From an optimization exercise on the open Yosys and OpenROAD flow, aimed at small area; shortcuts taken in it are not production practice.
Where RTL was checked, it was by simulation tests only, not by an equivalence proof against the original.
Power figures rest on the tool's default switching activity, not on a simulated workload.

P:
==> flow/design.v (excerpt) <==
module reaction_game_top(
    input        CLK100MHZ,
    input        RST,
    input        BTNC,
    input        BTNL,
    input        BTNR,
    output [6:0] SEG,
    output [7:0] AN,
    output       DP,
    output       LED15
    );
    wire btnc, btnl, btnr;
    debouncer db_start(.clk(CLK100MHZ), .rst(RST), .I(BTNC), .O(btnc));
    debouncer db_react(.clk(CLK100MHZ), .rst(RST), .I(BTNL), .O(btnl));
    debouncer db_reset(.clk(CLK100MHZ), .rst(RST), .I(BTNR), .O(btnr));
    wire [9:0] scan;
    wire tick;
    clock_divider tbase(.clk(CLK100MHZ), .rst(RST), .scan(scan), .tick(tick));
    wire [11:0] lfsr;
    lfsr_random rnd(.clk(CLK100MHZ), .load(RST | btnr), .lfsr(lfsr));
    localparam [2:0] S_SHOW  = 3'b000,
                     S_SHOW1 = 3'b001,
                     S_WAIT  = 3'b011,
                     S_DELAY = 3'b010,
                     S_REACT = 3'b100;
    reg [2:0] state;
    wire [15:0] t;
    wire [15:0] best;
    wire big = (lfsr >= 12'd3001);
    wire end_big    = ~t[12] & t[10] & t[9] & t[5] & t[4] & t[3] & t[1];
    wire end_nonbig = t[13] & t[8] & t[7] & t[6] & t[5] & t[4] & t[1] & t[0];
    wire delay_end  = end_big | end_nonbig;
    wire timeout = t[15] & t[13];                     
    wire go   = ~RST & ~btnr;
    wire in_show = (state == S_SHOW) | (state == S_SHOW1);
    reg [2:0] nstate;
    always @(*) begin
        nstate = state;
        case (state)
            S_SHOW, S_SHOW1: nstate = btnc ? S_WAIT : S_SHOW;
            S_WAIT:  nstate = btnl ? S_SHOW : S_DELAY;
            S_DELAY: if (btnl) nstate = S_SHOW;
                     else if (tick & delay_end) nstate = S_REACT;
            S_REACT: if (btnl) nstate = S_SHOW1;
                     else if (timeout) nstate = S_SHOW;
            default: nstate = S_SHOW;
        endcase
    end
    always @(posedge CLK100MHZ)
        state <= go ? nstate : S_SHOW;
    wire t_clear = ~go | (in_show & btnc) | ((state == S_DELAY) & tick & delay_end & ~btnl);
    wire t_fail  = ((state == S_WAIT) | (state == S_DELAY)) & btnl
                 | (state == S_REACT) & ~btnl & timeout;
    wire t_load  = (state == S_WAIT);
  ...
Size in the first run: ~450 cells after synthesis.
==> module debouncer, before the edit <==
module debouncer (
    input      clk,
    input      rst,    
    input      I,      
    output reg O       
    );
    localparam [9:0] CLR   = 10'd97;
    localparam [9:0] HMASK = 10'b1011111101;
    localparam [9:0] HIT   = 10'b0001010101;
    reg  [9:0] q;
    wire diff = I ^ O;
    wire hit  = ((q & HMASK) == HIT);
    wire clr  = rst | ~diff | hit;            
    always @(posedge clk) begin
        q <= clr ? CLR : {~q[8:0], q[2] ^ q[9]};
        O <= ~rst & (O ^ (diff & hit));
    end
endmodule
==> flow/config.mk <==
export PLATFORM = sky130hd
export DESIGN_NAME = reaction_game_top
export DESIGN_NICKNAME = reaction_game_top
export VERILOG_FILES = /design/flow/design.v
export SDC_FILE = /design/flow/constraint.sdc
export NUM_CORES = 4
export LEC_CHECK = 0
export CAP_MARGIN = 20
export CORE_MARGIN = 2
export CORE_UTILIZATION = 40
export SLEW_MARGIN = 20
==> flow/constraint.sdc <==
create_clock -name core_clock -period 100.0 [get_ports {CLK100MHZ}]
set_input_delay 20.0000 -clock core_clock [delete_from_list [all_inputs] [get_ports {CLK100MHZ}]]
set_output_delay 20.0000 -clock core_clock [all_outputs]
set_load 0.01 [all_outputs]
standard.sh (not shown) runs the stock make flow with config.mk's settings and CLKGATE_MAP_FILE= SYNTH_SCRIPT=/design/flow/synth_recipe.tcl, a recipe that flattens the netlist after the stock synthesis.
==> flow/flow/run.sh <==
#!/bin/bash
# Own layout flow: the standard synthesis, then an area-oriented re-mapping
# of the combinational logic (registers kept as the standard synthesis made
# them, same instances and names), then the standard layout steps.
set -euo pipefail
W=$PWD
F=$W/flow
R=$W/orfs/results/$FLOW_PLATFORM/reaction_game_top/base
LIB=$FLOW_HOME/platforms/$FLOW_PLATFORM/lib/sky130_fd_sc_hd__tt_025C_1v80.lib

# 1. standard synthesis
bash standard.sh synth > $W/log_1_synth.txt 2>&1

# 2. re-map the combinational logic for area
cp $R/1_2_yosys.v $W/std_1_2_yosys.v
sed -e "s#@LIB@#$LIB#g" -e "s#@IN@#$W/std_1_2_yosys.v#g" -e "s#@OUT@#$W/remap_1_2_yosys.v#g" \
    -e "s#@ABC@#$F/area.abc#g" $F/remap.ys > $W/remap.ys
yosys -s $W/remap.ys > $W/log_2_remap.txt 2>&1
cp $W/remap_1_2_yosys.v $R/1_2_yosys.v
rm -f $R/1_synth.odb $R/1_synth.sdc

# 3. standard layout from the re-mapped netlist
export BUFFER_PORTS_ARGS="-buffer_cell sky130_fd_sc_hd__buf_1"
export CTS_ARGS="-sink_clustering_enable -repair_clock_nets -dont_use_dummy_load -buf_list sky130_fd_sc_hd__clkbuf_8 -root_buf sky130_fd_sc_hd__clkbuf_8 -sink_clustering_size 25 -sink_clustering_max_diameter 100"
bash standard.sh finish > $W/log_3_layout.txt 2>&1
Other scripts of this flow, unchanged in this note and not shown: flow/flow/area.abc, flow/flow/remap.ys
The inputs of Q differ from those of P as listed below.
==> flow/design.v, changed modules only <==
module debouncer (
    input      clk,
    input      rst,    
    input      I,      
    output reg O       
    );
    localparam [9:0] CLR   = 10'd97;
    localparam [9:0] HMASK = 10'b1101111110;
    localparam [9:0] HIT   = 10'b0101010100;
    reg       Iv;
    reg [9:0] q;
    wire same = ~(I ^ Iv);
    wire clr  = rst | ~same;
    wire hit  = ((q & HMASK) == HIT);
    always @(posedge clk) begin
        Iv <= I & ~rst;
        q  <= clr ? CLR : {~q[8:0], q[2] ^ q[9]};
        O  <= ~rst & ((same & hit) ? Iv : O);
    end
endmodule
[summary]
- Post-placement worst setup slack delta (Q − P): favourable
- In the flow results for Q and P, the area occupied by registers is larger on Q.
- Between Q and P, the summed area of non-filler cells in the final layout is lower for P.
- Looking at Q and P, the total power divided by cell area is a wash.
- Between P and Q, non-clock buffer count increased.
- Higher total leakage power among Q and P: Q
- Mean post-synth cell area (lower): P
- Worst setup slack, Q and P, lower one = P.
- From P to Q the numbers moved as follows: total number of sequential cells has increased; post-route fraction of the period consumed by the critical path has remained practically unchanged; global-route usage has increased; hold slack has decreased; number of standard cells in the layout, taps in and fillers out has increased.
- Lower fraction of power consumed by the clock network was reported by Q, not P.
Only the layout flow was run in Q; the RTL was not checked for function there.

==> afterwards: timing with drivers on the ports <==
In the flow no input, the clock included, has a driving cell. The finished layouts below were timed again as built, in two steps. Step 1: set_driving_cell puts a clkbuf_16 on CLK100MHZ and a buf_2 on each other input, an assumption about the parent block. Step 2 also shifts input and output timing later by t, the mid clock arrival at the registers, as if the neighbouring blocks saw the same clock. a / b / c = ideal / step 1 / step 2; a / b = the first two.
run	t (ns)	setup WS [ns]	clock arrival spread, ns
P	0.365	77.290 / 77.262 / 77.627	0.021 / 0.022
Q	0.378	77.301 / 77.270 / 77.647	0.037 / 0.037
After both steps every run listed still meets setup and hold.
